What follows belongs to an exercise in optimizing a design on an open flow for small area, a short achievable clock period and few clock cycles per item; a production flow would make more cautious choices. At most, simulation tests tie the RTL to the original design; equivalence was not proved. No functional check of the RTL was part of run 3. Power figures rest on the tool's default switching activity, not on a simulated workload.

<file path="flow/design.v">
module fm_3d_norm (
  i_s,
  i_e,
  i_f,
  o_b
);
    input         i_s;           
    input  [4:0]  i_e;           
    input  [16:0] i_f;           
    output [21:0] o_b;           
    wire        w_carry;        
    wire [3:0]  w_penc;         
    wire        w_c_zero;       
    wire        w_ce_zero;      
    wire [15:0] w_lshifted;     
    wire [4:0]  w_lshift_val;   
    wire [15:0] w_c_fraction;
    wire [15:0] w_c_frac;
    wire [4:0]  w_c_exp;        
    wire        w_c_sign;       
    wire [5:0]  w_incdec_out;   
    assign w_carry  = i_f[16];
    assign w_c_zero = (i_f == 17'h0);
    assign w_penc = f_prenc(i_f[15:0]);
    assign w_incdec_out = f_incdec(i_e, w_penc, w_carry);
    assign  w_lshift_val = w_penc;
    assign w_lshifted = i_f[15:0] << w_lshift_val;
    assign w_c_frac = (w_carry) ? i_f[16:1] : w_lshifted;
    assign w_c_exp = (w_c_zero|w_incdec_out[5]) ? 5'h0 : w_incdec_out[4:0];
    assign w_ce_zero = (w_c_exp == 5'h0);
    assign w_c_sign = i_s & !w_ce_zero;
    assign w_c_fraction = (w_ce_zero) ? 16'h0 : w_c_frac;
    assign o_b = {w_c_sign, w_c_exp, w_c_fraction};
function [3:0] f_prenc;
  input [15:0] mat;
  begin
    if (mat[15] == 1'b1) begin
      f_prenc = 4'h0;
    end else if (mat[14] == 1'b1) begin
      f_prenc = 4'h1;
    end else if (mat[13] == 1'b1) begin
      f_prenc = 4'h2;
    end else if (mat[12] == 1'b1) begin
      f_prenc = 4'h3;
    end else if (mat[11] == 1'b1) begin
      f_prenc = 4'h4;
    end else if (mat[10] == 1'b1) begin
      f_prenc = 4'h5;
    end else if (mat[9] == 1'b1) begin
      f_prenc = 4'h6;
    end else if (mat[8] == 1'b1) begin
      f_prenc = 4'h7;
    end else if (mat[7] == 1'b1) begin
      f_prenc = 4'h8;
    end else if (mat[6] == 1'b1) begin
      f_prenc = 4'h9;
    end else if (mat[5] == 1'b1) begin
      f_prenc = 4'ha;
    end else if (mat[4] == 1'b1) begin
      f_prenc = 4'hb;
    end else if (mat[3] == 1'b1) begin
      f_prenc = 4'hc;
    end else if (mat[2] == 1'b1) begin
      f_prenc = 4'hd;
    end else if (mat[1] == 1'b1) begin
      f_prenc = 4'he;
    end else begin
      f_prenc = 4'hf;
    end
  end
endfunction
function [5:0] f_incdec;
  input [4:0] a;
  input [3:0] b;
  input       inc;
  reg   [5:0] r_inc;
  reg   [5:0] r_dec;
  reg         r_1f_flag;
  begin
    r_1f_flag = (a == 5'h1f);
    r_inc = a + !r_1f_flag;
    r_dec = a - b;
    f_incdec = (inc) ? r_inc : r_dec;
  end
endfunction
endmodule
module fm_3d_fadd_c (
  i_a,
  i_b,
  i_adsb,
  o_c
);
    input  [21:0] i_a;
    input  [21:0] i_b;
    input         i_adsb;    
    output [21:0] o_c;
    wire         w_a_sign = i_a[21];
    wire [4:0]   w_a_exp  = i_a[20:16];
    wire [15:0]  w_a_fraction = i_a[15:0];
    wire         w_b_sign = i_b[21];
    wire [4:0]   w_b_exp  = i_b[20:16];
    wire [15:0]  w_b_fraction = i_b[15:0];
    wire        w_mag_frac = (w_a_fraction <= w_b_fraction);
    wire        w_mag_exp = (w_a_exp <= w_b_exp);
    wire [4:0]  w_exp_l = (w_mag_exp) ? w_b_exp : w_a_exp;
    wire [4:0]  w_amb = w_a_exp - w_b_exp;
    wire [4:0]  w_bma = w_b_exp - w_a_exp;
    wire [4:0]  w_ex0 = (w_mag_exp) ? w_bma : w_amb;
    wire        w_mag = (w_ex0 == 5'b0) ? w_mag_frac : w_mag_exp;
    wire [15:0] w_f0 = (!w_mag) ? w_a_fraction : w_b_fraction;
    wire        w_sign = (w_mag == 1'b0) ? w_a_sign : (i_adsb ^ w_b_sign);
    wire        w_sub = ((w_a_sign ^ w_b_sign) & !i_adsb) |
                        (!(w_a_sign ^ w_b_sign) & i_adsb);
    wire [15:0] w_f1_sa = w_a_fraction >> w_ex0;
    wire [15:0] w_f1_sb = w_b_fraction >> w_ex0;
    wire [15:0] w_f1t = (w_mag) ? w_f1_sa : w_f1_sb;
    wire [16:0] w_mats = (!w_sub) ? (w_f0 + w_f1t) : (w_f0 - w_f1t);
    fm_3d_norm norm (
        .i_s(w_sign),
        .i_e(w_exp_l),
        .i_f(w_mats),
        .o_b(o_c)
    );
endmodule
module fm_3d_fsub3 (
  clk_core,
  i_en,
  i_a,
  i_b,
  o_n,
  o_one,
  o_two,
  o_c
);
    input         clk_core;
    input         i_en;
    input  [20:0] i_a;
    input  [20:0] i_b;
    output [21:0] o_n;       
    output        o_one;     
    output        o_two;     
    output [21:0] o_c;       
    wire [4:0]   w_a_exp  = i_a[20:16];
    wire [15:0]  w_a_fraction = i_a[15:0];
    wire [4:0]   w_b_exp  = i_b[20:16];
    wire [15:0]  w_b_fraction = i_b[15:0];
    wire        w_mag_frac = (w_a_fraction <= w_b_fraction);
    wire        w_mag_exp = (w_a_exp <= w_b_exp);
    wire [4:0]  w_exp_l = (w_mag_exp) ? w_b_exp : w_a_exp;
    wire [4:0]  w_amb = w_a_exp - w_b_exp;
    wire [4:0]  w_bma = w_b_exp - w_a_exp;
    wire [4:0]  w_ex0 = (w_mag_exp) ? w_bma : w_amb;
    wire        w_mag = (w_ex0 == 5'b0) ? w_mag_frac : w_mag_exp;
    reg         r_sign1;
    reg  [4:0]  r_exp1;
    reg  [4:0]  r_ex0;
    reg  [15:0] r_f0;
    reg  [15:0] r_f1;
    reg         r_sign2;
    reg  [4:0]  r_exp2;
    reg  [16:0] r_mats;
    reg  [21:0] r_c;
    always @(posedge clk_core) begin
        if (i_en) begin
            r_sign1 <= w_mag;
            r_exp1 <= w_exp_l;
            r_ex0 <= w_ex0;
            r_f0 <= w_mag ? w_b_fraction : w_a_fraction;
            r_f1 <= w_mag ? w_a_fraction : w_b_fraction;
        end
    end
    wire [15:0] w_f1t = r_f1 >> r_ex0;
    always @(posedge clk_core) begin
        if (i_en) begin
            r_sign2 <= r_sign1;
            r_exp2 <= r_exp1;
            r_mats <= {1'b0, r_f0} - {1'b0, w_f1t};
        end
    end
    fm_3d_norm norm (
        .i_s(r_sign2),
        .i_e(r_exp2),
        .i_f(r_mats),
        .o_b(o_n)
    );
    always @(posedge clk_core) begin
        if (i_en) r_c <= o_n;
    end
    wire        w_carry = r_mats[16];
    wire [3:0]  w_pe = f_prenc(r_mats[15:0]);
    wire [15:0] w_m1 = r_mats[15:0] - 16'h1;
    wire        w_pow2 = ((r_mats[15:0] & w_m1) == 16'h0);
    assign o_one = (r_mats == 17'h0) | (!w_carry & (r_exp2 <= {1'b0, w_pe}));
    assign o_two = w_carry ? ((r_mats[15:1] == 15'h0) & (r_exp2 == 5'd14)) :
                             ((r_mats[15:0] != 16'h0) & w_pow2 &
                              (r_exp2 == {1'b0, w_pe} + 5'd15));
function [3:0] f_prenc;
  input [15:0] mat;
  integer i;
  begin
    f_prenc = 4'hf;
    for (i = 1; i < 16; i = i + 1)
      if (mat[i]) f_prenc = 4'd15 - i[3:0];
  end
endfunction
    assign o_c = r_c;
endmodule
module fm_3d_fsub1_c (
  i_a,
  o_c
);
    input  [20:0] i_a;
    output [20:0] o_c;
    wire [4:0]  w_e = i_a[20:16];
    wire [15:0] w_f = i_a[15:0];
    wire [15:0] w_d15 = {1'b0, w_f[14:0]};
    wire [3:0]  w_pe = f_prenc(w_d15);
    wire [4:0]  w_e15 = 5'd15 - {1'b0, w_pe};
    wire [15:0] w_f15 = w_d15 << w_pe;
    wire        w_z15 = (w_d15 == 16'h0) | (w_e15 == 5'd0);
    wire [4:0]  w_k = w_e - 5'd15;
    wire [15:0] w_sh = 16'h8000 >> w_k;
    wire [15:0] w_dh = w_f - w_sh;
    wire [20:0] w_rh = w_dh[15] ? {w_e, w_dh} : {w_e - 5'd1, w_dh[14:0], 1'b0};
    assign o_c = (w_e < 5'd15) ? 21'h0 :
                 (w_e == 5'd15) ? (w_z15 ? 21'h0 : {w_e15, w_f15}) :
                                  w_rh;
function [3:0] f_prenc;
  input [15:0] mat;
  integer i;
  begin
    f_prenc = 4'hf;
    for (i = 1; i < 16; i = i + 1)
      if (mat[i]) f_prenc = 4'd15 - i[3:0];
  end
endfunction
endmodule
module fm_3d_fadd05_c (
  i_a,
  o_c
);
    input  [20:0] i_a;
    output [20:0] o_c;
    wire [4:0]  w_e = i_a[20:16];
    wire [15:0] w_f = i_a[15:0];
    wire [4:0]  w_s = 5'd14 - w_e;
    wire [15:0] w_fl = 16'h8000 | (w_f >> w_s);
    wire [4:0]  w_k = w_e - 5'd14;
    wire [16:0] w_sum = {1'b0, w_f} + {1'b0, 16'h8000 >> w_k};
    wire [4:0]  w_ei = w_e + {4'd0, (w_e != 5'h1f)};
    wire [20:0] w_rh = w_sum[16] ? {w_ei, w_sum[16:1]} : {w_e, w_sum[15:0]};
    assign o_c = (w_e == 5'd0) ? {5'd14, 16'h8000} :
                 (w_e < 5'd14) ? {5'd14, w_fl} : w_rh;
endmodule
module fm_3d_fmul (
  clk_core,
  i_en,
  i_a,
  i_b,
  o_c
);
    input         clk_core;
    input         i_en;
    input  [21:0] i_a;
    input  [21:0] i_b;
    output [21:0] o_c;
    reg           r_sign_1z;
    reg    [23:0] r_h;
    reg    [15:0] r_l;
    reg    [4:0]  r_ce_tmp_1z;
    wire [4:0]  w_a_exp = i_a[20:16];
    wire [15:0] w_a_fraction = i_a[15:0];
    wire [4:0]  w_b_exp = i_b[20:16];
    wire [15:0] w_b_fraction = i_b[15:0];
    wire [5:0]  w_exp_add = w_a_exp + w_b_exp;
    wire [5:0]  w_adder_out = w_exp_add -  4'hf;
    wire [4:0]  w_ce_tmp = (w_exp_add < 5'hf) ? 5'h00 :
                           (w_adder_out[5])   ? 5'h1f :
                                                w_adder_out[4:0];
    wire [23:0] w_h = w_a_fraction * w_b_fraction[15:8];
    wire [23:0] w_l = w_a_fraction * w_b_fraction[7:0];
    always @(posedge clk_core) begin
        if (i_en) begin
            r_sign_1z <= i_a[21] ^ i_b[21];
            r_h <= w_h;
            r_l <= w_l[23:8];
            r_ce_tmp_1z <= w_ce_tmp;
        end
    end
    wire [24:0] w_x = {1'b0, r_h} + {9'h0, r_l} + 25'd64;
    wire [16:0] w_cf_tmp2 = w_x[23:7];
    wire        w_carry = w_cf_tmp2[16];
    wire [4:0]  w_ce = (w_cf_tmp2 == 17'h0) ? 5'h0 :
                       (w_carry & (r_ce_tmp_1z != 5'h1f)) ? r_ce_tmp_1z + 5'h1 :
                                                           r_ce_tmp_1z;
    wire [15:0] w_cf = w_carry ? w_cf_tmp2[16:1] : w_cf_tmp2[15:0];
    assign o_c = (w_ce == 5'h0) ? 22'h0 : {r_sign_1z, w_ce, w_cf};
endmodule
module fm_3d_frcp_rom (
  i_a,
  o_c
);
    input  [6:0]  i_a;
    output [31:0] o_c;
    wire   [4095:0] w_tab = {
        32'h40400080, 32'h40810081, 32'h40c20082, 32'h41040083, 32'h41460084, 32'h41890085, 32'h41cc0086, 32'h42100087,
        32'h42540088, 32'h429a008a, 32'h42df008b, 32'h4325008c, 32'h436c008d, 32'h43b3008e, 32'h43fb008f, 32'h44440091,
        32'h448d0092, 32'h44d70093, 32'h45210094, 32'h456c0095, 32'h45b80097, 32'h46040098, 32'h46510099, 32'h469e009b,
        32'h46ed009c, 32'h473c009d, 32'h478b009f, 32'h47dc00a0, 32'h482d00a2, 32'h487e00a3, 32'h48d100a4, 32'h492400a6,
        32'h497800a7, 32'h49cd00a9, 32'h4a2200aa, 32'h4a7900ac, 32'h4ad000ae, 32'h4b2700af, 32'h4b8000b1, 32'h4bda00b2,
        32'h4c3400b4, 32'h4c8f00b6, 32'h4ceb00b8, 32'h4d4800b9, 32'h4da600bb, 32'h4e0400bd, 32'h4e6400bf, 32'h4ec400c0,
        32'h4f2600c2, 32'h4f8800c4, 32'h4fec00c6, 32'h505000c8, 32'h50b500ca, 32'h511b00cc, 32'h518300ce, 32'h51eb00d0,
        32'h525400d2, 32'h52bf00d4, 32'h532a00d7, 32'h539700d9, 32'h540500db, 32'h547400dd, 32'h54e400e0, 32'h555500e2,
        32'h55c700e4, 32'h563b00e7, 32'h56b000e9, 32'h572600ec, 32'h579d00ee, 32'h581600f1, 32'h588f00f3, 32'h590b00f6,
        32'h598700f9, 32'h5a0500fb, 32'h5a8400fe, 32'h5b050101, 32'h5b870104, 32'h5c0b0107, 32'h5c90010a, 32'h5d17010d,
        32'h5d9f0110, 32'h5e290113, 32'h5eb40116, 32'h5f410119, 32'h5fd0011d, 32'h60600120, 32'h60f20123, 32'h61860127,
        32'h621b012a, 32'h62b2012e, 32'h634c0132, 32'h63e70136, 32'h64830139, 32'h6522013d, 32'h65c30141, 32'h66660145,
        32'h670b0149, 32'h67b2014d, 32'h685b0152, 32'h69060156, 32'h69b4015a, 32'h6a63015f, 32'h6b150164, 32'h6bca0168,
        32'h6c80016d, 32'h6d3a0172, 32'h6df50177, 32'h6eb3017c, 32'h6f740181, 32'h70380186, 32'h70fe018c, 32'h71c70191,
        32'h72920197, 32'h7361019d, 32'h743201a2, 32'h750701a8, 32'h75de01af, 32'h76b901b5, 32'h779701bb, 32'h787801c2,
        32'h795c01c8, 32'h7a4401cf, 32'h7b3001d6, 32'h7c1f01dd, 32'h7d1101e5, 32'h7e0701ec, 32'h7f0101f4, 32'h800001fc
    };
    assign o_c = w_tab[{i_a, 5'd0} +: 32];
endmodule
module fm_3d_frcp (
  clk_core,
  i_en,
  i_a,
  o_c,
  o_zero
);
    input         clk_core;
    input         i_en;
    input  [21:0] i_a;
    output [21:0] o_c;
    output        o_zero;
    reg    [21:0] r_c;
    reg           r_zo;
    reg           r_a_sign1, r_a_sign2;
    reg    [4:0]  r_ce_tmp1, r_ce_tmp2;
    reg           r_zero_flag1, r_zero_flag2;
    reg    [15:0] r_base1, r_base2;
    reg    [8:0]  r_diff;
    reg    [7:0]  r_a_frac_l;
    reg    [7:0]  r_corr;
    wire   [4:0]  w_a_exp = i_a[20:16];
    wire   [15:0] w_a_fraction = i_a[15:0];
    wire   [31:0] w_rom_out;
    always @(posedge clk_core) begin
        if (i_en) begin
            r_a_sign1 <= i_a[21];
            r_ce_tmp1 <= 5'h1e - w_a_exp;
            r_zero_flag1 <= (w_a_exp == 5'h0);
            r_base1 <= w_rom_out[31:16];      
            r_diff <= w_rom_out[8:0];         
            r_a_frac_l <= w_a_fraction[7:0];
        end
    end
    wire   [16:0] w_rom_correct = r_diff * r_a_frac_l;
    always @(posedge clk_core) begin
        if (i_en) begin
            r_a_sign2 <= r_a_sign1;
            r_ce_tmp2 <= r_ce_tmp1;
            r_zero_flag2 <= r_zero_flag1;
            r_base2 <= r_base1;
            r_corr <= w_rom_correct[16:9];
        end
    end
    wire   [15:0] w_cf_tmp = r_base2 - {8'h0, r_corr};
    wire          w_sh = !w_cf_tmp[15];
    wire   [5:0]  w_ce = {1'b0, r_ce_tmp2} - {5'h0, w_sh};
    wire          w_cz = w_ce[5] | (w_ce[4:0] == 5'h0);
    wire   [15:0] w_cf = w_sh ? {w_cf_tmp[14:0], 1'b0} : w_cf_tmp;
    wire   [21:0] w_c = w_cz ? 22'h0 : {r_a_sign2, w_ce[4:0], w_cf};
    always @(posedge clk_core) begin
        if (i_en) begin
            r_c <= (r_zero_flag2) ? 22'h0 : w_c;
            r_zo <= r_zero_flag2;
        end
    end
    fm_3d_frcp_rom frcp_rom (
        .i_a(w_a_fraction[14:8]),
        .o_c(w_rom_out)
    );
    assign o_c = r_c;
    assign o_zero = r_zo;
endmodule
module fm_3d_ru_outline_setup (
    clk_core,
    rst_x,
    i_aa_en,
    i_valid,
    o_ack,
    i_vtx0_x,
    i_vtx0_y,
    i_vtx1_x,
    i_vtx1_y,
    i_vtx2_x,
    i_vtx2_y,
    o_valid,
    o_is_first,
    o_is_second,
    o_aa_mode,
    o_idle,
    o_start_x_e0,
    o_start_x_05_e0,
    o_start_y_e0,
    o_end_y_e0,
    o_delta_e0,
    o_delta_t_e0,
    o_delta_a_e0,
    o_start_x_e1,
    o_start_x_05_e1,
    o_start_y_e1,
    o_end_y_e1,
    o_delta_e1,
    o_delta_t_e1,
    o_delta_a_e1,
    o_start_x_e2,
    o_start_x_05_e2,
    o_start_y_e2,
    o_end_y_e2,
    o_delta_e2,
    o_delta_t_e2,
    o_delta_a_e2,
    i_ack
);
    input         clk_core;
    input         rst_x;
    input         i_aa_en;
    input         i_valid;
    output        o_ack;
    input  [20:0] i_vtx0_x;
    input  [20:0] i_vtx0_y;
    input  [20:0] i_vtx1_x;
    input  [20:0] i_vtx1_y;
    input  [20:0] i_vtx2_x;
    input  [20:0] i_vtx2_y;
    output        o_is_first;
    output        o_is_second;
    output        o_valid;
    output        o_aa_mode;
    output        o_idle;
    output [20:0] o_start_x_e0;
    output [20:0] o_start_x_05_e0;
    output [20:0] o_start_y_e0;
    output [20:0] o_end_y_e0;
    output [21:0] o_delta_e0;
    output [21:0] o_delta_t_e0;
    output [21:0] o_delta_a_e0;
    output [20:0] o_start_x_e1;
    output [20:0] o_start_x_05_e1;
    output [20:0] o_start_y_e1;
    output [20:0] o_end_y_e1;
    output [21:0] o_delta_e1;
    output [21:0] o_delta_t_e1;
    output [21:0] o_delta_a_e1;
    output [20:0] o_start_x_e2;
    output [20:0] o_start_x_05_e2;
    output [20:0] o_start_y_e2;
    output [20:0] o_end_y_e2;
    output [21:0] o_delta_e2;
    output [21:0] o_delta_t_e2;
    output [21:0] o_delta_a_e2;
    input         i_ack;
    localparam [21:0] W_10 = 22'h0f8000;
    localparam [21:0] W_05 = 22'h0e8000;
    reg    [2:0]  r_ph;         
    reg           r_stall;
    reg           r_fv;         
    reg           r_v1, r_rec1, r_aa1, r_oaa1;
    reg           r_rec2, r_aa2, r_oaa2;
    reg           r_rec3, r_aa3, r_oaa3;
    reg    [1:0]  r_pend;       
    reg           r_aa_mode;
    reg    [2:0]  r_cnt;        
    reg           r_idle;
    reg           r_nph1_dy, r_nph2_dy, r_nph1_dx, r_nph2_dx, r_nph2_cu;
    wire          w_adv = !r_stall;
    wire          w_ph0 = r_ph[0];
    wire          w_ph1 = r_ph[1];
    wire          w_ph2 = r_ph[2];
    reg    [20:0] r1_v0x, r1_v1x, r1_v2x, r1_v0y, r1_v1y, r1_v2y;
    reg           r1_isf, r1_iss;
    reg    [20:0] r2_v1x, r2_v2x, r2_v0y, r2_v1y, r2_v2y;
    reg           r2_isf, r2_iss;
    reg    [20:0] r3_v1x, r3_v2x, r3_v1y, r3_v2y;
    reg           r3_isf, r3_iss;
    reg    [21:0] r_rcb, r_rcc, r_rcd;
    reg           r_zb, r_zc, r_zd;
    reg    [21:0] r_dla, r_dlb;
    reg    [20:0] o_sx2, o_sy2, o_sx1, o_sy1;
    reg    [20:0] o_ey0, o_ey1, o_x052, o_x051;
    reg    [21:0] o_dl0, o_dl1, o_dl2;
    reg    [21:0] o_rc0, o_rc1, o_rc2;
    reg           o_z0, o_z1, o_z2;
    reg           o_isf, o_iss;
    wire   [20:0] w_dy_a = !r_nph1_dy ? i_vtx1_y : i_vtx0_y;
    wire   [20:0] w_dy_b = !r_nph2_dy ? i_vtx1_y : i_vtx2_y;
    wire   [21:0] w_dy;
    wire   [21:0] w_dy_n;
    wire          w_dy_one, w_dy_two;
    fm_3d_fsub3 u_dy (
        .clk_core(clk_core),
        .i_en(w_adv),
        .i_a(w_dy_a),
        .i_b(w_dy_b),
        .o_n(w_dy_n),
        .o_one(w_dy_one),
        .o_two(w_dy_two),
        .o_c(w_dy)
    );
    wire          w_isf = (i_vtx2_y != i_vtx1_y);
    wire          w_iss = (i_vtx1_y != i_vtx0_y);
    wire          w_one_line = w_dy_one;
    wire          w_two_line = w_dy_two;
    wire          w_cancel = w_one_line | (w_two_line & w_isf & !i_aa_en);
    wire          w_only_aa = w_two_line & w_isf & i_aa_en;
    reg           r_ack;        
    reg           r_ov;         
    assign o_ack = r_ack;
    wire          w_accept = o_ack & i_valid;
    wire   [21:0] w_rc;
    wire          w_rz;
    fm_3d_frcp u_rcp (
        .clk_core(clk_core),
        .i_en(w_adv),
        .i_a(w_dy),
        .o_c(w_rc),
        .o_zero(w_rz)
    );
    wire   [20:0] w_dx_a = !r_nph1_dx ? r1_v1x : r1_v0x;
    wire   [20:0] w_dx_b = !r_nph2_dx ? r1_v1x : r1_v2x;
    wire   [21:0] w_dx;
    wire   [21:0] w_dx_n;
    fm_3d_fsub3 u_dx (
        .clk_core(clk_core),
        .i_en(w_adv),
        .i_a(w_dx_a),
        .i_b(w_dx_b),
        .o_n(w_dx_n),
        .o_one(),
        .o_two(),
        .o_c(w_dx)
    );
    wire   [21:0] w_dl;
    fm_3d_fmul u_mul (
        .clk_core(clk_core),
        .i_en(w_adv),
        .i_a(w_dx),
        .i_b(w_rc),
        .o_c(w_dl)
    );
    wire   [20:0] w_ey, w_x05;
    reg    [20:0] r_ey0, r_x052;
    fm_3d_fsub1_c  u_ey  (.i_a(!r_nph2_cu ? r2_v0y : r3_v1y), .o_c(w_ey));
    fm_3d_fadd05_c u_x05 (.i_a(!r_nph2_cu ? r2_v2x : r3_v1x), .o_c(w_x05));
    wire          w_f1 = w_adv & w_ph2;     
    wire          w_wr = w_adv & w_ph0 & r_rec3;     
    always @(posedge clk_core) begin
        if (w_f1) begin
            r1_v0x <= i_vtx0_x;
            r1_v1x <= i_vtx1_x;
            r1_v2x <= i_vtx2_x;
            r1_v0y <= i_vtx0_y;
            r1_v1y <= i_vtx1_y;
            r1_v2y <= i_vtx2_y;
            r1_isf <= w_isf;
            r1_iss <= w_iss;
            r2_v1x <= r1_v1x;
            r2_v2x <= r1_v2x;
            r2_v0y <= r1_v0y;
            r2_v1y <= r1_v1y;
            r2_v2y <= r1_v2y;
            r2_isf <= r1_isf;
            r2_iss <= r1_iss;
            r3_v1x <= r2_v1x;
            r3_v2x <= r2_v2x;
            r3_v1y <= r2_v1y;
            r3_v2y <= r2_v2y;
            r3_isf <= r2_isf;
            r3_iss <= r2_iss;
        end
        if (w_adv & w_ph2) begin
            r_ey0 <= w_ey;
            r_x052 <= w_x05;
        end
        if (w_adv) begin
            r_rcb <= w_rc;
            r_rcc <= r_rcb;
            r_rcd <= r_rcc;
            r_zb <= w_rz;
            r_zc <= r_zb;
            r_zd <= r_zc;
            r_dla <= w_dl;
            r_dlb <= r_dla;
        end
        if (w_wr) begin
            o_sx2 <= r3_v2x;
            o_sy2 <= r3_v2y;
            o_sx1 <= r3_v1x;
            o_sy1 <= r3_v1y;
            o_ey0 <= r_ey0;
            o_ey1 <= w_ey;
            o_x052 <= r_x052;
            o_x051 <= w_x05;
            o_dl0 <= r_dlb;
            o_dl1 <= r_dla;
            o_dl2 <= w_dl;
            o_rc0 <= r_rcd;
            o_rc1 <= r_rcc;
            o_rc2 <= r_rcb;
            o_z0 <= r_zd;
            o_z1 <= r_zc;
            o_z2 <= r_zb;
            o_isf <= r3_isf;
            o_iss <= r3_iss;
        end
    end
    wire   [2:0]  w_ph_n = w_adv ? {r_ph[1:0], r_ph[2]} : r_ph;
    wire          w_rec3_n = w_f1 ? r_rec2 : r_rec3;
    wire          w_take = o_valid & i_ack;
    wire   [1:0]  w_pend_n = w_wr ? (r_oaa3 ? 2'd1 : r_aa3 ? 2'd2 : 2'd1) :
                             w_take ? r_pend - 2'd1 : r_pend;
    wire          w_stall_n = w_ph_n[0] & w_rec3_n & (w_pend_n != 2'd0);
    wire          w_fv_n = (w_adv & w_ph0) ? i_valid : r_fv;
    wire          w_last = w_take & (r_pend == 2'd1);
    wire   [2:0]  w_cnt_n = r_cnt + {2'b0, (w_accept & !w_cancel)} - {2'b0, w_last};
    always @(posedge clk_core or negedge rst_x) begin
        if (~rst_x) begin
            r_ph <= 3'b001;
            r_nph1_dy <= 1'b1;
            r_nph2_dy <= 1'b1;
            r_nph1_dx <= 1'b1;
            r_nph2_dx <= 1'b1;
            r_nph2_cu <= 1'b1;
            r_stall <= 1'b0;
            r_ack <= 1'b0;
            r_ov <= 1'b0;
            r_fv <= 1'b0;
            r_v1 <= 1'b0;
            r_rec1 <= 1'b0;
            r_aa1 <= 1'b0;
            r_oaa1 <= 1'b0;
            r_rec2 <= 1'b0;
            r_aa2 <= 1'b0;
            r_oaa2 <= 1'b0;
            r_rec3 <= 1'b0;
            r_aa3 <= 1'b0;
            r_oaa3 <= 1'b0;
            r_pend <= 2'd0;
            r_aa_mode <= 1'b0;
            r_cnt <= 3'd0;
            r_idle <= 1'b1;
        end else begin
            r_ph <= w_ph_n;
            r_nph1_dy <= !w_ph_n[1];
            r_nph2_dy <= !w_ph_n[2];
            r_nph1_dx <= w_ph_n[0] | w_ph_n[2];
            r_nph2_dx <= !(w_ph_n[2] & !w_ph_n[0]);
            r_nph2_cu <= w_ph_n[0] ^ w_ph_n[1];
            r_stall <= w_stall_n;
            r_ack <= w_ph_n[2] & w_fv_n & !w_stall_n;
            r_ov <= (w_pend_n != 2'd0);
            r_fv <= w_fv_n;
            if (w_f1) begin
                r_v1 <= r_fv;
                r_rec1 <= r_fv & !w_cancel;
                r_aa1 <= i_aa_en;
                r_oaa1 <= w_only_aa;
                r_rec2 <= r_rec1;
                r_aa2 <= r_aa1;
                r_oaa2 <= r_oaa1;
                r_rec3 <= r_rec2;
                r_aa3 <= r_aa2;
                r_oaa3 <= r_oaa2;
            end
            r_pend <= w_pend_n;
            if (w_wr) r_aa_mode <= r_oaa3;
            else if (w_take) r_aa_mode <= 1'b1;
            r_cnt <= w_cnt_n;
            r_idle <= !((i_valid & !w_accept) | (w_cnt_n != 3'd0));
        end
    end
    assign o_valid = r_ov;
    assign o_aa_mode = r_aa_mode;
    assign o_idle = r_idle;
    assign o_is_first = o_isf;
    assign o_is_second = o_iss;
    assign o_start_x_e0 = o_sx2;
    assign o_start_x_05_e0 = o_x052;
    assign o_start_y_e0 = o_sy2;
    assign o_end_y_e0 = o_ey0;
    assign o_delta_e0 = o_dl0;
    assign o_delta_t_e0 = o_rc0;
    assign o_delta_a_e0 = o_z0 ? 22'h0 : W_05;
    assign o_start_x_e1 = o_sx2;
    assign o_start_x_05_e1 = o_x052;
    assign o_start_y_e1 = o_sy2;
    assign o_end_y_e1 = o_ey1;
    assign o_delta_e1 = o_dl1;
    assign o_delta_t_e1 = o_rc1;
    assign o_delta_a_e1 = o_z1 ? 22'h0 : W_05;
    assign o_start_x_e2 = o_sx1;
    assign o_start_x_05_e2 = o_x051;
    assign o_start_y_e2 = o_sy1;
    assign o_end_y_e2 = o_ey0;
    assign o_delta_e2 = o_dl2;
    assign o_delta_t_e2 = o_rc2;
    assign o_delta_a_e2 = o_z2 ? 22'h0 : W_05;
endmodule
</file>
<file path="flow/flow/run.sh">
#!/bin/bash
# The standard layout (standard.sh: the standard flow's own synthesis and ORFS steps),
# with plain buf_1 cells as the port buffers instead of the delay buffers
# buffer_ports picks by default. Every port still gets its own buffer.
set -euo pipefail
export BUFFER_PORTS_ARGS="-buffer_cell sky130_fd_sc_hd__buf_1"
bash standard.sh > standard.log 2>&1
</file>
<file path="flow/standard.sh">
#!/bin/bash
# synth_recipe.tcl (not shown) runs the flow's synth.tcl, then flattens the netlist and writes it again
# the make line also repeats each setting of config.mk as NAME=value (left out here)
make -C /OpenROAD-flow-scripts/flow DESIGN_CONFIG=/design/flow/config.mk WORK_HOME=/design/flow/orfs CLKGATE_MAP_FILE= SYNTH_SCRIPT=/design/flow/synth_recipe.tcl "${@:-finish}"
</file>
<file path="flow/config.mk">
export PLATFORM = sky130hd
export DESIGN_NAME = fm_3d_ru_outline_setup
export DESIGN_NICKNAME = fm_3d_ru_outline_setup
export VERILOG_FILES = /design/flow/design.v
export SDC_FILE = /design/flow/constraint.sdc
export NUM_CORES = 4
export LEC_CHECK = 0
export ABC_AREA = 1
export CAP_MARGIN = 20
export CORE_MARGIN = 2
export CORE_UTILIZATION = 40
export CTS_BUF_LIST = sky130_fd_sc_hd__clkbuf_4 sky130_fd_sc_hd__clkbuf_8
export PLACE_DENSITY = 0.6
export SETUP_SLACK_MARGIN = 5
export SLEW_MARGIN = 20
</file>
<file path="flow/constraint.sdc">
create_clock -name core_clock -period 10.0 [get_ports {clk_core}]
set_input_delay 2.0000 -clock core_clock [delete_from_list [all_inputs] [get_ports {clk_core}]]
set_output_delay 2.0000 -clock core_clock [all_outputs]
set_load 0.01 [all_outputs]
</file>
==> impl_metrics.env, run 1 <==
export IMPL_reg2reg_from="u_dx.r_c[7]$_SDFFCE_PP0N_"
export IMPL_yosysTopAreaCell="edfxtp_1"
export IMPL_layout_worst_path_cycle_share_pct=48.3
export IMPL_synth_ff_type="edfxtp_1"
export IMPL_synth_avg_cell_area_um2=10.1
export IMPL_drive_above_1_share_pct=9.60
export IMPL_peakVddDrop_v=0.000269
export IMPL_clockBufferDepth=3
export IMPL_ant_nets=0
export IMPL_fmaxAchievable_ghz=0.207
export IMPL_yosys_top_cells_area="edfxtp_1 51%, nand2_1 8.2%, fa_1 6.9%, ha_1 6.4%, inv_1 5.1%"
export IMPL_hpwl_mm=127
export IMPL_place_congestion=0.910
export IMPL_synth_seq_cells=1124
export IMPL_maxSlewHeadroom_pct=18.3
export IMPL_finalSetupTns_ns=0
export IMPL_vias=46900
export IMPL_drc=0
export IMPL_ios=587
export IMPL_io_buffers=532
export IMPL_crit_fanout=4
export IMPL_fin_crit_ns=4.83
export IMPL_placeableCoreArea_um2=160000
export IMPL_die_h_um=405
export IMPL_fin_area_um2=73000
export IMPL_rrSetupSlack_ns=5.17
export IMPL_drv_slew=0
export IMPL_drt_iter0_markers=3794
export IMPL_dieWidth_um=405
export IMPL_ys_async_sr_fraction_pct=2.49
export IMPL_syn_inst=6394
export IMPL_cts_root_buf="clkbuf_8"
export IMPL_syn_area_um2=64400
export IMPL_rsz0062_at_grt="no"
export IMPL_reg2reg_depth=19
export IMPL_grt_overflow=0
export IMPL_final_common_cell="nand2_1"
export IMPL_fin_util_pct=45.6
export IMPL_finalNetCount=7668
export IMPL_holdWs_ns=0.376
export IMPL_grt_max_degree=187
export IMPL_p_leak_uw=0.0311
export IMPL_tightest_slew_ns=1.21
export IMPL_status="timing/DRC/antenna clean"
export IMPL_arrival_ns=5.56
export IMPL_syn2layout_area_growth_pct=13.4
export IMPL_r2r_end="u_mul.r_h[19]$_DFFE_PN_"
export IMPL_totalWireLength_mm=176
export IMPL_grt_pass1_vias=45800
export IMPL_yosysSeqAreaShare_pct=52.2
export IMPL_firstDrtPassIters=6
export IMPL_mostFrequentLayoutCells="1403 x nand2_1, 1096 x edfxtp_1, 868 x inv_1"
export IMPL_synth_edf_count=1096
export IMPL_rows=147
export IMPL_grt_pass1_wl_mm=267
export IMPL_cts_sinks=1124
export IMPL_fin_skew_ns=0.0773
export IMPL_tritoncts="done"
export IMPL_cp_required_ns=10.73
export IMPL_grt_usage_pct=21.1
export IMPL_cap_violations=0
export IMPL_vias_per_cell=5.04
export IMPL_post_drt_wl_per_cell_um=18.9
export IMPL_crit_type="register to register"
export IMPL_yosysWarnings=6
export IMPL_numCtsBuffers=189
export IMPL_setup_violations=0
export IMPL_whs_path_depth=0
export IMPL_start_util_pct=40.2
export IMPL_cts_hold_buf=0
export IMPL_synth_top_area_share_pct=51.1
export IMPL_hold_violations=0
export IMPL_hold_path_startpoint="r_rcd[5]$_DFFE_PN_"
export IMPL_critical_path_endpoint_type="register"
export IMPL_clk_pin_slew_ns=0.06
export IMPL_ys_types=77
export IMPL_dpl_cell_area_um2=67500
export IMPL_worst_skew_pair_late_latency_ns=0.98
export IMPL_power_density_nw_per_um2=300
export IMPL_hp_class="register to register"
export IMPL_critPathLaunchType="register"
export IMPL_htreeDepth=4
export IMPL_die_area_um2=164000
export IMPL_antenna_found_initial=8
export IMPL_min_to="o_rc0[5]$_DFFE_PP_"
## per-stage QoR
stage	power (uW)	cells	setup slack [ns]
5_1_grt	23900	9309	5.00
3_5_place_dp	17200	8806	3.60
6_report	21900	9309	5.17
4_1_cts	21800	9251	5.00
3_3_place_gp	17100	8806	3.76
2_1_floorplan	14400	6447	1.83
## state kept, by name (all words and copies together), names as in the netlist, 22 cells and up
signal     cells
u_mul.r_h     24
o_dl0         22
o_dl1         22
o_dl2         22
o_rc0         22
o_rc1         22
o_rc2         22
r_dla         22
r_dlb         22
r_rcb         22
r_rcc         22
r_rcd         22
u_dx.r_c      22
u_rcp.r_c     22
## area by class of cell
cell class,count,area [um^2]
Antenna cell,5,12.5
Tap cell,2160,2700
Timing Repair inverter,3,15.0
Fill cell,15100,87200
Sequential cell,1124,33600
Multi-Input combinational cell,4058,25900
Inverter,910,3460
Timing Repair Buffer,702,3440
Clock buffer,237,2960
Clock inverter,110,878
## how the worst max path moves through the flow
stage,from,end,slack [ns]
floorplan,r_stall$_DFF_PN0_,r_ack$_DFF_PN0_,1.83
global placement,r_nph2_cu$_DFF_PN1_,o_x051[0]$_DFFE_PP_,3.76
detailed placement,r_nph2_cu$_DFF_PN1_,o_x051[0]$_DFFE_PP_,3.60
CTS,r_nph2_cu$_DFF_PN1_,r_ey0[14]$_DFFE_PP_,5.00
global route,u_dx.r_c[7]$_SDFFCE_PP0N_,u_mul.r_h[23]$_DFFE_PN_,5.00
finish,u_dx.r_c[7]$_SDFFCE_PP0N_,u_mul.r_h[19]$_DFFE_PN_,5.17
## critical path: stages, from the launching register on
cell and delay, ns:
edfxtp_1 0.50, buf_4 0.21, nand2_1 0.06, inv_1 0.05, fa_1 0.49, inv_1 0.05, fa_1 0.54, fa_1 0.42
fa_1 0.50, inv_1 0.05, ha_2 0.37, nand2_1 0.08, nor2_1 0.12, inv_1 0.06, o21bai_2 0.18, a31oi_2 0.15
o21ai_2 0.22, a21boi_2 0.10, buf_4 0.14, xnor2_1 0.30
## report_power, final
part | switching, uW | internal, uW | leakage, uW
registers | 497 | 6470 | 0.0111
clock network | 1990 | 2190 | 0.00200
logic | 6770 | 4000 | 0.0180
total | 9260 | 12700 | 0.0311
## what timing repair did
action	in CTS	in global routing
resized for setup	46	78
buffers inserted	93	49
cloned	5	3
endpoints found under the setup margin	178	204
pin swaps	6	18
## per-layer routing
metal | GRT usage [%] | wire [um]
met4 | 7.14 | 5190
met2 | 34.2 | 82500
met1 | 28.7 | 78300
met5 | 0 | 0
met3 | 3.49 | 10300
## cell usage after synthesis, types with 9 or more instances
cell type / number
nor4_1: 12
o221ai_1: 14
clkbuf_1: 160
or2_2: 58
nand3_1: 299
a21oi_1: 274
nor2_1: 344
o21bai_1: 15
buf_4: 152
o21ai_1: 28
dfrtp_1: 21
o31ai_1: 13
o21ai_0: 414
a21boi_0: 11
nor2_2: 9
buf_6: 14
ha_1: 328
edfxtp_1: 1096
nand4_1: 42
o21ai_2: 10
nor3_1: 80
xor2_1: 122
inv_2: 19
inv_1: 880
a31oi_1: 30
clkinv_1: 11
and2_1: 17
a221oi_1: 9
buf_2: 23
fa_1: 221
a211oi_1: 15
o211ai_1: 27
xnor2_1: 61
o22ai_1: 13
nand2_1: 1412
buf_1: 11
mux2i_1: 22
## cells by family after synthesis
| group | count (synthesis) | share of synthesized area [%] |
|---|---|---|
| xor+xnor | 184 | 2.51 |
| other cells | 1 | 0.00582 |
| compound gates | 930 | 8.17 |
| simple gates | 2314 | 15.0 |
| flops | 1124 | 52.2 |
| mux | 22 | 0.342 |
| fa+ha+maj | 549 | 13.2 |
| buf+inv | 1270 | 8.50 |
Testbench counts, summed over its fixed seeds: cycles 14,483, triangles 4,800.
==> inputs of run 2 (changes only) <==
--- a/flow/config.mk
+++ b/flow/config.mk
@@ -12,4 +12,4 @@
 export CTS_BUF_LIST = sky130_fd_sc_hd__clkbuf_4 sky130_fd_sc_hd__clkbuf_8
 export PLACE_DENSITY = 0.6
-export SETUP_SLACK_MARGIN = 5
+export SETUP_SLACK_MARGIN = 4.7
 export SLEW_MARGIN = 20
==> impl_metrics.env, run 2 <==
export IMPL_grt_pass1_vias=45800
export IMPL_rsz0062_at_grt="yes"
export IMPL_grt_busiest_layer="met2"
export IMPL_fin_crit_ns=5.04
export IMPL_top_register="u_mul.r_h"
export IMPL_maxSlewHeadroom_pct=26.9
export IMPL_totalWireLength_mm=176
export IMPL_drt_iter0_markers=3929
export IMPL_finalSetupTns_ns=0
export IMPL_synth_ff_type="edfxtp_1"
export IMPL_grt_use_met1_pct=28.5
export IMPL_rrSetupSlack_ns=4.96
export IMPL_yosysWarnings=6
export IMPL_hpwl_mm=128
export IMPL_clk_pin_slew_ns=0.06
export IMPL_dieWidth_um=405
export IMPL_synth_avg_cell_area_um2=10.1
export IMPL_yosysMostFrequentCell="nand2_1"
export IMPL_antenna_found_initial=12
export IMPL_grt_max_degree=195
export IMPL_syn_area_um2=64400
export IMPL_setup_violations=0
export IMPL_ios=587
export IMPL_cp_required_ns=10.71
export IMPL_cts_sinks=1124
export IMPL_hp_class="register to register"
export IMPL_numCtsBuffers=188
export IMPL_crit_type="register to register"
export IMPL_fmaxAchievable_ghz=0.199
export IMPL_crit_fanout=5
export IMPL_die_h_um=405
export IMPL_tightest_slew_ns=1.10
export IMPL_largest_register_ffs=24
export IMPL_cts_root_buf="clkbuf_8"
export IMPL_grt_use_met3_pct=3.78
export IMPL_r2r_end="u_mul.r_l[14]$_DFFE_PN_"
export IMPL_cap_violations=0
export IMPL_yosys_top_cells_count="1412 x nand2_1, 1096 x edfxtp_1, 880 x inv_1, 414 x o21ai_0, 344 x nor2_1"
export IMPL_syn_inst=6394
export IMPL_final_common_cell="nand2_1"
export IMPL_vias=46700
export IMPL_vias_per_cell=5.05
export IMPL_start_util_pct=40.2
export IMPL_drc=0
export IMPL_peakVddDrop_v=0.000262
export IMPL_critPathLaunchType="register"
export IMPL_drive_above_1_share_pct=8.27
export IMPL_drv_slew=0
export IMPL_fin_util_pct=45.3
export IMPL_cp_endpoint="u_mul.r_l[14]$_DFFE_PN_"
export IMPL_p_leak_uw=0.0309
export IMPL_mostFrequentLayoutCells="1407 x nand2_1, 1096 x edfxtp_1, 874 x inv_1"
export IMPL_rows=147
export IMPL_ant_nets=0
export IMPL_post_drt_wl_per_cell_um=19.0
export IMPL_firstDrtPassIters=6
export IMPL_placeableCoreArea_um2=160000
export IMPL_finalNetCount=7611
export IMPL_ys_async_sr_fraction_pct=2.49
export IMPL_setup_slack_ns=4.96
export IMPL_synth_top_area_share_pct=51.1
export IMPL_io_buffers=532
export IMPL_reg2reg_depth=20
export IMPL_synth_seq_cells=1124
export IMPL_layout_worst_path_cycle_share_pct=50.4
export IMPL_clockBufferDepth=3
export IMPL_global_route_usage_met2_pct=34.2
export IMPL_fin_skew_ns=0.0537
export IMPL_die_area_um2=164000
export IMPL_reg2reg_from="u_rcp.r_c[2]$_SDFFCE_PP0N_"
export IMPL_tritoncts="done"
export IMPL_startpoint="u_rcp.r_c[2]$_SDFFCE_PP0N_"
export IMPL_yosysSeqAreaShare_pct=52.2
export IMPL_yosysTopAreaCell="edfxtp_1"
export IMPL_critical_path_endpoint_type="register"
export IMPL_power_density_nw_per_um2=299
export IMPL_synth_edf_count=1096
export IMPL_worst_skew_pair_late_latency_ns=0.98
export IMPL_syn2layout_area_growth_pct=12.6
export IMPL_ys_types=77
export IMPL_place_congestion=0.916
export IMPL_grt_usage_pct=21.1
export IMPL_hold_violations=0
export IMPL_yosys_top_cells_area="edfxtp_1 51%, nand2_1 8.2%, fa_1 6.9%, ha_1 6.4%, inv_1 5.1%"
export IMPL_grt_overflow=0
export IMPL_htreeDepth=4
export IMPL_dp_slack_ns=3.76
export IMPL_status="timing/DRC/antenna clean"
export IMPL_grt_pass1_wl_mm=266
export IMPL_arrival_ns=5.75
-- run 2: worst min path at each step --
stage / startpoint / endpoint / slack, ns / depth (start not counted)
finish: r_rcd[5]$_DFFE_PN_ / o_rc0[5]$_DFFE_PP_ / 0.39 / 0
floorplan: r_dlb[0]$_DFFE_PN_ / o_dl0[0]$_DFFE_PP_ / 0.40 / 0
global route: r_rcd[5]$_DFFE_PN_ / o_rc0[5]$_DFFE_PP_ / 0.40 / 0
global placement: r2_v1y[13]$_DFFE_PP_ / r3_v1y[13]$_DFFE_PP_ / 0.40 / 0
CTS: r_rcd[5]$_DFFE_PN_ / o_rc0[5]$_DFFE_PP_ / 0.38 / 0
detailed placement: r_dlb[14]$_DFFE_PN_ / o_dl0[14]$_DFFE_PP_ / 0.40 / 0
-- run 2: layout make-up --
cell class                 count  area, um^2
clock inverter               107         946
sequential                  1124       33600
multi-input combinational   4057       25700
clock buffer                 237        2990
fill                       15100       87700
timing repair buffer         648        3050
inverter                     910        3450
tap                         2160        2700
timing repair inverter         2        10.0
antenna                        5        12.5
-- run 2: per-stage QoR --
stage / power [uW] / hold slack [ns] / instances / cell area, um^2
detailed placement: 17100 / 0.405 / 8804 / 67500
global route: 23600 / 0.405 / 9247 / 72500
global placement: 17000 / 0.400 / 8804 / 67500
CTS: 21700 / 0.380 / 9218 / 72100
floorplan: 14300 / 0.400 / 6447 / 64600
finish: 21700 / 0.391 / 9250 / 72500
-- run 2: worst max-delay path, stage by stage, from the launching register on --
cell	delay [ns]
edfxtp_1	0.53
buf_12	0.20
nand2_1	0.05
inv_1	0.06
fa_1	0.52
inv_1	0.05
fa_1	0.57
fa_1	0.43
fa_1	0.49
inv_1	0.04
ha_1	0.33
nand2_1	0.08
inv_1	0.05
a221oi_1	0.28
o21ai_0	0.16
a21oi_2	0.19
o21ai_1	0.16
nand4_1	0.12
nand3_1	0.19
a21oi_2	0.19
xnor2_1	0.07
-- run 2: repair_timing --
item,CTS,global route
pin swaps,3,8
gates cloned,2,4
setup endpoints to repair,130,181
hold buffers,0,0
gates resized for setup,23,45
setup buffers,68,22
-- run 2: where the power goes --
| part | internal (uW) | switching [uW] | total (uW) |
|---|---|---|---|
| sequential | 6470 | 573 | 7040 |
| combinational | 3850 | 6530 | 10400 |
| clock | 2310 | 1960 | 4280 |
| total | 12600 | 9060 | 21700 |
-- run 2: kinds of logic (layout without fill, tap and decap cells) --
group | after synthesis | after routing | synth area share (%)
xor+xnor | 184 | 184 | 2.51
mux | 22 | 22 | 0.342
other cells | 1 | 59 | 0.00582
flops | 1124 | 1124 | 52.2
compound gates | 930 | 932 | 8.17
fa+ha+maj | 549 | 549 | 13.2
buf+inv | 1270 | 1904 | 8.50
simple gates | 2314 | 2316 | 15.0
-- run 2: per-layer routing --
layer  vias to the layer above  routed length (um)
met3                       298               11000
met5                         -                  42
met4                         6                4680
met2                      1541               82800
met1                     22600               77100
li1                      22300                   -
==> inputs of run 3 (changes only) <==
--- a/flow/design.v
+++ b/flow/design.v
@@ -266,6 +266,7 @@
     output [21:0] o_c;
     reg           r_sign_1z;
-    reg    [23:0] r_h;
-    reg    [15:0] r_l;
+    reg    [20:0] r_p2;
+    reg    [21:0] r_p1;
+    reg    [15:0] r_p0;
     reg    [4:0]  r_ce_tmp_1z;
     wire [4:0]  w_a_exp = i_a[20:16];
@@ -278,16 +279,18 @@
                            (w_adder_out[5])   ? 5'h1f :
                                                 w_adder_out[4:0];
-    wire [23:0] w_h = w_a_fraction * w_b_fraction[15:8];
-    wire [23:0] w_l = w_a_fraction * w_b_fraction[7:0];
+    wire [20:0] w_p2 = w_a_fraction * w_b_fraction[15:11];
+    wire [21:0] w_p1 = w_a_fraction * w_b_fraction[10:5];
+    wire [20:0] w_p0 = w_a_fraction * w_b_fraction[4:0];
     always @(posedge clk_core) begin
         if (i_en) begin
             r_sign_1z <= i_a[21] ^ i_b[21];
-            r_h <= w_h;
-            r_l <= w_l[23:8];
+            r_p2 <= w_p2;
+            r_p1 <= w_p1;
+            r_p0 <= w_p0[20:5];
             r_ce_tmp_1z <= w_ce_tmp;
         end
     end
-    wire [24:0] w_x = {1'b0, r_h} + {9'h0, r_l} + 25'd64;
-    wire [16:0] w_cf_tmp2 = w_x[23:7];
+    wire [26:0] w_x = {r_p2, 6'h0} + {5'h0, r_p1} + {11'h0, r_p0} + 27'd512;
+    wire [16:0] w_cf_tmp2 = w_x[26:10];
     wire        w_carry = w_cf_tmp2[16];
     wire [4:0]  w_ce = (w_cf_tmp2 == 17'h0) ? 5'h0 :
--- a/flow/config.mk
+++ b/flow/config.mk
@@ -12,4 +12,4 @@
 export CTS_BUF_LIST = sky130_fd_sc_hd__clkbuf_4 sky130_fd_sc_hd__clkbuf_8
 export PLACE_DENSITY = 0.6
-export SETUP_SLACK_MARGIN = 4.7
+export SETUP_SLACK_MARGIN = 5
 export SLEW_MARGIN = 20
==> impl_metrics.env, run 3 <==
export IMPL_dieWidth_um=407
export IMPL_critPathTopFamily="compound AO/OA/AOI/OAI gates"
export IMPL_vias_per_cell=5.05
export IMPL_yosysMostFrequentCell="nand2_1"
export IMPL_start_util_pct=40.1
export IMPL_finalSetupTns_ns=0
export IMPL_arrival_ns=5.50
export IMPL_grt_overflow=0
export IMPL_totalWireLength_mm=178
export IMPL_dpl_cell_area_um2=68400
export IMPL_finalNetCount=7705
export IMPL_crit_path_cell_trace="buf_12, inv_2, buf_6, or2_1, o21ai_2, inv_2, ha_1, nor3b_1, ha_2, nor3_4, nand2_1, ha_1, a21oi_1, o21ai_0, nor2_1, o21ai_2, a21boi_1, o21ai_1, a21boi_1, xor2_1, nand3_1, nand3_1, a21oi_1"
export IMPL_tritoncts="done"
export IMPL_yosys_top_cells_area="edfxtp_1 51%, nand2_1 8.5%, ha_1 6.8%, fa_1 6.3%, inv_1 4.6%"
export IMPL_power_total_uw=21600
export IMPL_grt_max_degree=177
export IMPL_syn_area_um2=65100
export IMPL_tightest_slew_ns=1.13
export IMPL_ant_nets=0
export IMPL_cts_root_buf="clkbuf_8"
export IMPL_drive_above_1_share_pct=8.63
export IMPL_setup_slack_ns=5.16
export IMPL_rows=148
export IMPL_reg2reg_from="r_nph2_cu$_DFF_PN1_"
export IMPL_status="timing/DRC/antenna clean"
export IMPL_final_common_cell="nand2_1"
export IMPL_critical_path_endpoint_type="register"
export IMPL_crit_type="register to register"
export IMPL_cp_required_ns=10.67
export IMPL_fin_skew_ns=0.0545
export IMPL_rsz0062_at_grt="yes"
export IMPL_post_drt_wl_per_cell_um=19.0
export IMPL_synth_seq_cells=1143
export IMPL_clockBufferDepth=3
export IMPL_place_congestion=0.932
export IMPL_fin_area_um2=73600
export IMPL_grt_pass1_wl_mm=270
export IMPL_yosysTopAreaCell="edfxtp_1"
export IMPL_cts_sinks=1143
export IMPL_drc=0
export IMPL_mostFrequentLayoutCells="1470 x nand2_1, 1115 x edfxtp_1, 783 x inv_1"
export IMPL_r2r_end="o_ey1[13]$_DFFE_PP_"
export IMPL_clk_pin_slew_ns=0.06
export IMPL_rrSetupSlack_ns=5.16
export IMPL_startpoint="r_nph2_cu$_DFF_PN1_"
export IMPL_worst_path_stages=23
export IMPL_firstDrtPassIters=6
export IMPL_synth_avg_cell_area_um2=10.1
export IMPL_cpMaxStageDelayCell="dfstp_2"
export IMPL_synth_ff_type="edfxtp_1"
export IMPL_ios=587
export IMPL_synth_edf_count=1115
export IMPL_p_leak_uw=0.0315
export IMPL_yosysSeqAreaShare_pct=52.5
export IMPL_hold_violations=0
export IMPL_critPathLaunchType="register"
export IMPL_setup_violations=0
export IMPL_peakVddDrop_v=0.000221
export IMPL_grt_usage_pct=20.9
export IMPL_power_density_nw_per_um2=293
export IMPL_numCtsBuffers=190
export IMPL_critPathMaxStageDelay_ns=0.55
export IMPL_htreeDepth=4
export IMPL_path_buf_inv=4
export IMPL_fin_crit_ns=4.84
export IMPL_hpwl_mm=131
export IMPL_cap_violations=0
export IMPL_hp_class="register to register"
export IMPL_die_h_um=407
export IMPL_die_area_um2=166000
export IMPL_cts_hold_buf=0
export IMPL_fmaxAchievable_ghz=0.207
export IMPL_maxSlewHeadroom_pct=24.9
export IMPL_reg2reg_depth=23
export IMPL_syn_inst=6457
export IMPL_drv_slew=0
export IMPL_yosysWarnings=6
export IMPL_cp_endpoint="o_ey1[13]$_DFFE_PP_"
export IMPL_yosys_top_cells_count="1476 x nand2_1, 1115 x edfxtp_1, 793 x inv_1, 413 x o21ai_0, 389 x nor2_1"
export IMPL_worst_skew_pair_late_latency_ns=0.93
export IMPL_synth_top_area_share_pct=51.5
export IMPL_grt_pass1_vias=46200
export IMPL_layout_worst_path_cycle_share_pct=48.4
export IMPL_antenna_found_initial=9
export IMPL_ys_types=73
export IMPL_drt_iter0_markers=4016
export IMPL_vias=47200
export IMPL_io_buffers=532
export IMPL_dp_slack_ns=3.64
export IMPL_crit_fanout=29
export IMPL_placeableCoreArea_um2=162000
export IMPL_syn2layout_area_growth_pct=13.1
export IMPL_ys_async_sr_fraction_pct=2.45
## run 3: cell types whose count changed after synthesis, moves of 7 or more
cell and change:
o31ai_1 -7, nor3_1 -21, a21oi_1 +15, inv_1 -87
nor2_1 +45, nand3_1 +22, edfxtp_1 +19, xor2_1 +10
fa_1 -17, ha_1 +24, nand2_1 +64, a22oi_1 +10
clkbuf_1 +15, xnor2_1 +9
## run 3: power by group
| part | total (uW) | internal [uW] | switching, uW |
|---|---|---|---|
| clock network | 4230 | 2260 | 1970 |
| registers | 7180 | 6600 | 578 |
| logic | 10100 | 3640 | 6510 |
## run 3: through the flow
stage                     util [%]  instances  hold WS (ns)
after floorplan                  -       6510         0.400
after global placement        42.1       8890         0.400
after detailed placement      42.1       8891         0.405
after CTS                     44.9       9278         0.369
after global routing          45.4       9352         0.366
final                         45.4       9353         0.382
## run 3: worst min path at each step
stage	cells past startpoint	slack [ns]	to	from
6_report	0	0.38	o_dl0[2]$_DFFE_PP_	r_dlb[2]$_DFFE_PN_
5_1_grt	0	0.37	o_dl0[2]$_DFFE_PP_	r_dlb[2]$_DFFE_PN_
4_1_cts	0	0.37	o_dl0[2]$_DFFE_PP_	r_dlb[2]$_DFFE_PN_
3_5_place_dp	0	0.40	o_dl0[10]$_DFFE_PP_	r_dlb[10]$_DFFE_PN_
3_3_place_gp	0	0.40	o_dl0[3]$_DFFE_PP_	r_dlb[3]$_DFFE_PN_
2_1_floorplan	0	0.40	o_dl0[0]$_DFFE_PP_	r_dlb[0]$_DFFE_PN_
## run 3: final cells by class
| cell class | count | area (um^2) |
|---|---|---|
| fill | 15400 | 88600 |
| sequential | 1143 | 34200 |
| multi-input combinational | 4191 | 26300 |
| timing repair buffer | 677 | 3370 |
| clock buffer | 258 | 3150 |
| inverter | 814 | 3090 |
| tap | 2175 | 2720 |
| clock inverter | 87 | 754 |
| antenna | 7 | 17.5 |
| timing repair inverter | 1 | 5.00 |
## run 3: metal layers
metal  wire length, um  up-vias  global-route usage, %
met4              4470        2                   6.48
met2             85400     1468                   34.6
met3             10100      293                   3.71
li1                  -    22700                      -
met1             77900    22800                   28.1
met5                14        -                      0
## run 3: what timing repair did
action / CTS / global route
pin swaps: 7 / 12
gates resized for setup: 37 / 52
setup buffers: 37 / 67
endpoints found under the hold margin: 0 / 0
endpoints found under the setup margin: 154 / 189
cloned: 5 / 0
## run 3: cell families (layout without fill, tap and decap cells)
family	after synthesis	after routing	synth area share (%)
simple gates	2428	2429	15.5
xor+xnor	203	203	2.74
fa+ha+maj	556	556	13.0
buf+inv	1178	1837	7.82
other cells	1	61	0.00576
mux	20	20	0.308
compound gates	928	929	7.99
flops	1143	1143	52.5

port drivers added, routing unchanged:
The flow's constraints put no driver on any port. The routed layouts listed below were extracted and timed again, unchanged, in two steps.
Step 1, drivers: a clkbuf_16 drives clk_core and a buf_2 each remaining input, both assumed.
Step 2 also shifts input and output timing later by t, the mid clock arrival at the registers, as if the neighbouring blocks saw the same clock.
Three values: no drivers, after step 1, after step 2; two values: the first two.
run | t (ns) | setup slack, ns | worst data-port slew with drivers (ns)
run 1 | 1.014 | 5.169 / 5.169 / 4.312 | 0.14
run 2 | 1.027 | 4.962 / 4.962 / 4.088 | 0.12
run 3 | 0.982 | 5.163 / 5.163 / 4.462 | 0.12
After both steps every run listed still meets setup and hold. The setup slack of run 2, which loses most, moves by 0.000 ns with the drivers and by -0.874 ns with both steps.
